Background: an optimization exercise with open tools, aiming at small area and a short achievable clock period. Do not read the settings as production practice.
The RTL was checked by simulation tests, not by an equivalence proof against the original design.
Power is estimated from default activity; no workload was simulated.

## pipelined_boothe_multiplier
module pipelined_boothe_multiplier #(
    parameter WIDTH = 32
) (
    input clk,
    input reset,
    input en,
    input [WIDTH - 1: 0] md,
    input [WIDTH - 1: 0] mr,
    output [(2 * WIDTH) - 1: 0] s_result
);
  reg [81:0] s1;
  reg [150:0] s2;
  reg [152:0] s3;
  reg [152:0] s4;
  reg [103:0] s5;
  reg [62:0] s6;
  reg [62:0] s7;
  reg [62:0] s8;
  reg [62:0] s9;
  reg [62:0] s10;
  reg [62:0] s11;
  reg [62:0] s12;
  reg [62:0] s13;
  reg [62:0] s14;
  reg [62:0] s15;
  reg [62:0] s16;
  reg [62:0] s17;
  reg [62:0] s18;
  reg [62:0] s19;
  reg [62:0] s20;
  reg [62:0] s21;
  reg [62:0] s22;
  reg [62:0] s23;
  reg [62:0] s24;
  reg [62:0] s25;
  reg [62:0] s26;
  reg [62:0] s27;
  reg [62:0] s28;
  reg [62:0] s29;
  reg [62:0] s30;
  reg [62:0] s31;
  reg [63:0] s32;
  reg [4:0] rcnt;
  wire mdn1 = ~md[16];
  wire mdn2 = ~md[17];
  wire mdn3 = ~md[18];
  wire mdn4 = ~md[19];
  wire mdn5 = ~md[20];
  wire mdn6 = ~md[21];
  wire mdn7 = ~md[22];
  wire mdn8 = ~md[23];
  wire mdn9 = ~md[24];
  wire mdn10 = ~md[25];
  wire mdn11 = ~md[26];
  wire mdn12 = ~md[27];
  wire mdn13 = ~md[28];
  wire mdn14 = ~md[29];
  wire mdn15 = ~md[30];
  wire mdn16 = ~md[31];
  wire bone17 = mr[0];
  wire btwo18 = mr[1] & ~mr[0];
  wire bneg19 = mr[1];
  wire bonen20 = ~bone17;
  wire btwon21 = ~btwo18;
  wire bnegn22 = ~bneg19;
  wire bone23 = mr[2] ^ mr[1];
  wire btwo24 = (mr[3] & ~mr[2] & ~mr[1]) | (~mr[3] & mr[2] & mr[1]);
  wire bneg25 = mr[3];
  wire bonen26 = ~bone23;
  wire btwon27 = ~btwo24;
  wire bnegn28 = ~bneg25;
  wire bone29 = mr[4] ^ mr[3];
  wire btwo30 = (mr[5] & ~mr[4] & ~mr[3]) | (~mr[5] & mr[4] & mr[3]);
  wire bneg31 = mr[5];
  wire bonen32 = ~bone29;
  wire btwon33 = ~btwo30;
  wire bnegn34 = ~bneg31;
  wire bone35 = mr[6] ^ mr[5];
  wire btwo36 = (mr[7] & ~mr[6] & ~mr[5]) | (~mr[7] & mr[6] & mr[5]);
  wire bneg37 = mr[7];
  wire bonen38 = ~bone35;
  wire btwon39 = ~btwo36;
  wire bnegn40 = ~bneg37;
  wire pp41 = (s1[33] & s1[16]) ^ s1[35];
  wire q42;
  bsel uq42 (.o(s1[33]), .t(s1[34]), .x(s1[17]), .z(s1[16]), .y(q42));
  wire q43;
  bxor uq43 (.a(q42), .b(s1[35]), .y(q43));
  wire q44;
  bsel uq44 (.o(s1[33]), .t(s1[34]), .x(s1[18]), .z(s1[17]), .y(q44));
  wire q45;
  bxor uq45 (.a(q44), .b(s1[35]), .y(q45));
  wire q46;
  bsel uq46 (.o(s1[33]), .t(s1[34]), .x(s1[19]), .z(s1[18]), .y(q46));
  wire q47;
  ...
Size: roughly 2300 flip-flops, ~75000 µm² of cells after synthesis.
export LEC_CHECK = 0
export CAP_MARGIN = 20
export CORE_MARGIN = 2
export CORE_UTILIZATION = 60
export CTS_CLUSTER_DIAMETER = 100
export CTS_CLUSTER_SIZE = 34
export PLACE_DENSITY = 0.7
export SETUP_SLACK_MARGIN = 2.82
export SLEW_MARGIN = 20
export SYNTH_HIERARCHICAL = 1
export SYNTH_MINIMUM_KEEP_SIZE = 0
create_clock -name core_clock -period 5.0 [get_ports {clk}]
run.sh (not shown) runs the stock make flow with config.mk's settings and CLKGATE_MAP_FILE= SYNTH_SCRIPT=/design/flow/synth_recipe.tcl, a recipe that flattens the netlist after the stock synthesis.
The first run finished clean.
Rerun with:
CTS_CLUSTER_SIZE = 30   (was 34)
SETUP_SLACK_MARGIN = 2.85   (was 2.82)
Outcome: Final cell count hardly moves. Total power rose by 1.2%. Global-route usage is about the same. Via count is higher by 0.42%.


== run 1 ==
pipelined_boothe_multiplier again, from the RTL that the note above started with.
make LEC_CHECK=0 CAP_MARGIN=20 CORE_MARGIN=2 CORE_UTILIZATION=60 CTS_CLUSTER_DIAMETER=100 CTS_CLUSTER_SIZE=30 PLACE_DENSITY=0.7 SETUP_SLACK_MARGIN=2.87 SLEW_MARGIN=20 SYNTH_HIERARCHICAL=1 SYNTH_MINIMUM_KEEP_SIZE=0 TNS_END_PERCENT=60 finish   # period 5.0 ns
Run 1 finished end to end and its layout was clean on timing, DRC and antenna.
diff inputs: run 1 => run 2
- setting CTS_BUF_LIST to sky130_fd_sc_hd__clkbuf_16 sky130_fd_sc_hd__clkbuf_8 for the first time
- changing SETUP_SLACK_MARGIN from 2.87 to 2.85
- changing CTS_CLUSTER_SIZE from 30 to 24
Notes after the runs:
Diff run 1 -> run 2: wire length of the first global-routing pass rose about 2.3%, mean number of vias per cell about even. Delta (run 2 minus run 1): total power now larger; core utilization stayed essentially flat. The global-route usage of run 2 exceeds that of run 1 by 0.45 points. Between run 1 and run 2, the sequential share of layout area does not differ in any meaningful way.
What run 3 does differently from run 2 at the input level:
- swapping 2.85 for 2.88 in SETUP_SLACK_MARGIN
- clearing CTS_BUF_LIST, which used to be sky130_fd_sc_hd__clkbuf_16 sky130_fd_sc_hd__clkbuf_8
- swapping 24 for 30 in CTS_CLUSTER_SIZE
- clearing TNS_END_PERCENT, which used to be 60
==> summary.txt <==
Sort run 3 and run 2 by combinational-cell power consumption asc -> top: run 2
Against run 2, run 3 comes in 850 µm² higher on area taken by multi-input logic gates.
Run 3: first-pass GRT wire length 3.5 mm below run 2
~same minimum period implied by the final worst setup slack in run 3 and run 2
On synthesized cell count, run 3 tracks run 2 almost exactly.
Compare run 3 and run 2 | largest stage delay on the critical path lower: run 2
Clock latency on the worst-skew pair: run 3 vs run 2 up 0.02 ns

[afterwards: timing with drivers on the ports]
How much do the figures lean on ideal ports? The routed layouts below were timed once more, with nothing changed but the port constraints.
Step 1 (the two cells are an assumption about what drives the block):
set clk [get_ports {clk}]
set_driving_cell -lib_cell sky130_fd_sc_hd__clkbuf_16 $clk
set_driving_cell -lib_cell sky130_fd_sc_hd__buf_2 [delete_from_list [all_inputs] $clk]
Step 2, shift: input delay + t, output delay - t, t = (earliest + latest rising clock arrival at the registers) / 2. This alone moves slack from input paths to output paths.
Three values: ideal, step 1, step 2; two values: the first two.
run | t (ns) | setup slack, ns | hold slack, ns | worst setup path at the end | cell pins on the clock port's net
the first run of note 1 | 0.756 | 2.861 / 2.791 / 2.408 | 0.299 / 0.299 / 0.299 | input to register | 1
the second run of note 1 | 0.773 | 2.853 / 2.785 / 2.350 | 0.321 / 0.321 / 0.321 | input to register | 1
run 1 | 0.781 | 2.836 / 2.765 / 2.377 | 0.319 / 0.319 / 0.319 | input to register | 1
run 2 | 0.780 | 2.823 / 2.754 / 2.517 | 0.292 / 0.292 / 0.292 | input to register | 1
run 3 | 0.793 | 2.825 / 2.772 / 2.355 | 0.294 / 0.294 / 0.294 | input to register | 1
After both steps every run listed still meets setup and hold. For the second run of note 1, which loses most, drivers alone change the setup slack by -0.068 ns; drivers and shift together by -0.503 ns.
